From an optimization exercise on the open Yosys and OpenROAD flow, aimed at small area; shortcuts taken in it are not production practice. Only simulation tests tie the RTL to the original design; equivalence was not proved. No activity file was given, so power comes from the tool's default toggle rates.

job 4550:
Design alu_fpga_top, start of the top module:
module alu_fpga_top (
    input  logic        clk,
    input  logic        btnC,
    input  logic        btnU,
    input  logic        btnD,
    input  logic        btnL,
    input  logic [15:0] sw,
    output logic [15:0] led
);
    logic pulse_load_x, pulse_load_y, pulse_load_ctrl;
    button_debouncer db_u (.clk(clk), .rst(btnC), .btn_in(btnU), .btn_out(pulse_load_x));
    button_debouncer db_d (.clk(clk), .rst(btnC), .btn_in(btnD), .btn_out(pulse_load_y));
    button_debouncer db_l (.clk(clk), .rst(btnC), .btn_in(btnL), .btn_out(pulse_load_ctrl));
    logic [15:0] reg_x, reg_y;
    logic        x_zero, y_zero;
    logic [5:0]  reg_ctrl;
    always_ff @(posedge clk) begin
        if (pulse_load_x) reg_x <= sw;
        if (pulse_load_y) reg_y <= sw;
    end
    always_ff @(posedge clk) begin
        if (btnC) begin
            x_zero   <= 1'b1;
            y_zero   <= 1'b1;
            reg_ctrl <= 6'b101010;
        end else begin
            if (pulse_load_x)    x_zero   <= 1'b0;
            if (pulse_load_y)    y_zero   <= 1'b0;
            if (pulse_load_ctrl) reg_ctrl <= sw[5:0];
        end
    end
    hack_alu u_alu (
        .x   (reg_x),
        .y   (reg_y),
        .zx  (reg_ctrl[5] | x_zero),
        .nx  (reg_ctrl[4]),
        .zy  (reg_ctrl[3] | y_zero),
        .ny  (reg_ctrl[2]),
        .f   (reg_ctrl[1]),
        .no  (reg_ctrl[0]),
        .out (led)
    );
endmodule
Settings: LEC_CHECK=0, CAP_MARGIN=50, CORE_MARGIN=2, CORE_UTILIZATION=40, SLEW_MARGIN=50; clock period 10.0 ns.
standard.sh (not shown) runs the stock make flow with config.mk's settings and CLKGATE_MAP_FILE= SYNTH_SCRIPT=/design/flow/synth_recipe.tcl, a recipe that flattens the netlist after the stock synthesis.
==> flow/flow/run.sh <==
#!/bin/bash
# The standard layout (standard.sh) with these changes:
#  - synthesis maps logic with an area-oriented ABC script, without the
#    full-adder extraction, and keeps the ALU's one-cell modules (alu_*) apart
#    while mapping so each becomes its cell; registers are mapped exactly as
#    in standard.sh, and the netlist is flattened as standard.sh does,
#  - port buffers use sky130_fd_sc_hd__buf_1,
#  - CTS uses clkbuf_8 and no dummy loads.
set -euo pipefail
W=$PWD
export MY_ABC_SCRIPT=$W/flow/area.abc
export SYNTH_KEEP_MODULES="alu_inv alu_mux2i alu_xor2 alu_xnor2 alu_nor2 alu_nand2 alu_a22o alu_a22oi alu_o22ai"
export BUFFER_PORTS_ARGS="-buffer_cell sky130_fd_sc_hd__buf_1"
export CTS_ARGS="-sink_clustering_enable -repair_clock_nets -dont_use_dummy_load -buf_list \"sky130_fd_sc_hd__clkbuf_4 sky130_fd_sc_hd__clkbuf_8\""
sed -e "s|SYNTH_SCRIPT=[^ ]*|SYNTH_SCRIPT=$W/flow/synth.tcl ADDER_MAP_FILE=|" standard.sh > own.sh
bash own.sh > own_sh.log 2>&1
==> flow/flow/area.abc <==
strash
&get -n
&st
&dc2
&syn3
&dch
&nf -p -F 8 -A 4
&put
topo
==> flow/flow/synth.tcl <==
# synth_recipe.tcl with one change: Yosys's abc runs the area-oriented script
# flow/area.abc instead of ORFS's speed script. Registers are mapped before
# abc, exactly as in the standard synthesis.
proc synth {args} { yosys synth -nofsm -noshare {*}$args }
proc abc {args} {
  set i [lsearch $args -script]
  if {$i >= 0} { lset args [expr {$i+1}] $::env(MY_ABC_SCRIPT) }
  yosys abc {*}$args
}
source $::env(SCRIPTS_DIR)/synth.tcl
# left out here: clear keep_hierarchy, flatten, clean up, hide names made inside functions, write 1_2_yosys.v
Setup changes, job 4550 to job 4523
--- a/flow/flow/run.sh
+++ b/flow/flow/run.sh
@@ -13,3 +13,3 @@
 export BUFFER_PORTS_ARGS="-buffer_cell sky130_fd_sc_hd__buf_1"
-export CTS_ARGS="-sink_clustering_enable -repair_clock_nets -dont_use_dummy_load -buf_list \"sky130_fd_sc_hd__clkbuf_4 sky130_fd_sc_hd__clkbuf_8\""
+export CTS_ARGS="-sink_clustering_enable -repair_clock_nets -dont_use_dummy_load -buf_list sky130_fd_sc_hd__clkbuf_8"
 sed -e "s|SYNTH_SCRIPT=[^ ]*|SYNTH_SCRIPT=$W/flow/synth.tcl ADDER_MAP_FILE=|" standard.sh > own.sh
## What came out
Job 4523 reached the final stage; the timing, design-rule and antenna checks on its layout passed.
Reported for job 4550 and job 4523, half-perimeter wire length of the detailed placement result turned out identical to the last digit.
Comparing job 4550 against job 4523, there is no change at all in global-route usage.
Per the comparison of job 4523 with job 4550, critical path depth saw little to no change; worst slew slack as a fraction of its limit was more or less identical; post-route non-filler standard cell count barely changed.
Job 4523 against job 4550: end-of-flow core utilization now sits at about the same level; part of the power in combinational logic now sits at about the same level.
Job 4523 -> job 4550: number of design-rule violations left by the first detailed-router iteration delta 0, exact match
From job 4523 to job 4550, clock-cell share of area did not move at all.
Job 4523 -> job 4550: routed wire length delta 0, exact match
Job 4550 and job 4523 ended up with nearly the same cell internal power dissipation.
> inputs changed (job 4523 -> job 122)
--- a/flow/flow/run.sh
+++ b/flow/flow/run.sh
@@ -13,3 +13,3 @@
 export BUFFER_PORTS_ARGS="-buffer_cell sky130_fd_sc_hd__buf_1"
-export CTS_ARGS="-sink_clustering_enable -repair_clock_nets -dont_use_dummy_load -buf_list sky130_fd_sc_hd__clkbuf_8"
+export CTS_ARGS="-sink_clustering_enable -repair_clock_nets -dont_use_dummy_load -buf_list sky130_fd_sc_hd__clkbuf_16"
 sed -e "s|SYNTH_SCRIPT=[^ ]*|SYNTH_SCRIPT=$W/flow/synth.tcl ADDER_MAP_FILE=|" standard.sh > own.sh
--- outcome ---
- On post-route fraction of the period consumed by the critical path, job 122 and job 4523 are basically level.
- Number of buffers inserted during clock tree synthesis: job 4523 vs job 122 identical
- [compare] base=job 4523 new=job 122: area added between synthesis and finish has increased, routed length per instance has increased, top achievable clock speed has remained practically unchanged.
- | combinational share of power | job 122 vs job 4523 | 0.3 points lower |
- Job 122 has less setup slack than job 4523.
- Compared with job 4523, the detailed router inserted more vias in job 122.
- Compared with job 4523, job 122 shows a total design power that is 14% higher.
- Job 122: number of vias per cell after detailed routing 0.97% above job 4523
- Power density over the cells for job 122: about 11% up relative to job 4523

-- port drivers added, routing unchanged --
The flow's constraints put no driver on any port. The routed layouts listed below were extracted and timed again, unchanged, in two steps.
Step 1: set_driving_cell puts a clkbuf_16 on clk and a buf_2 on each other input, an assumption about the parent block.
Step 2, shift: input delay + t, output delay - t, t = (earliest + latest rising clock arrival at the registers) / 2. This alone moves slack from input paths to output paths.
Slacks: ideal / step 1 / step 2; pairs: ideal / step 1.
run	t, ns	setup slack, ns	hold slack, ns	slew at the worst register clock pin (ns)	worst data-port slew with drivers (ns)
job 4550	0.370	2.038 / 2.008 / 2.379	0.382 / 0.382 / 0.382	0.10 / 0.10	0.05
job 4523	0.370	2.038 / 2.008 / 2.379	0.382 / 0.382 / 0.382	0.10 / 0.10	0.05
job 122	0.362	2.035 / 2.002 / 2.364	0.379 / 0.379 / 0.379	0.07 / 0.07	0.05
After both steps every run listed still meets setup and hold.
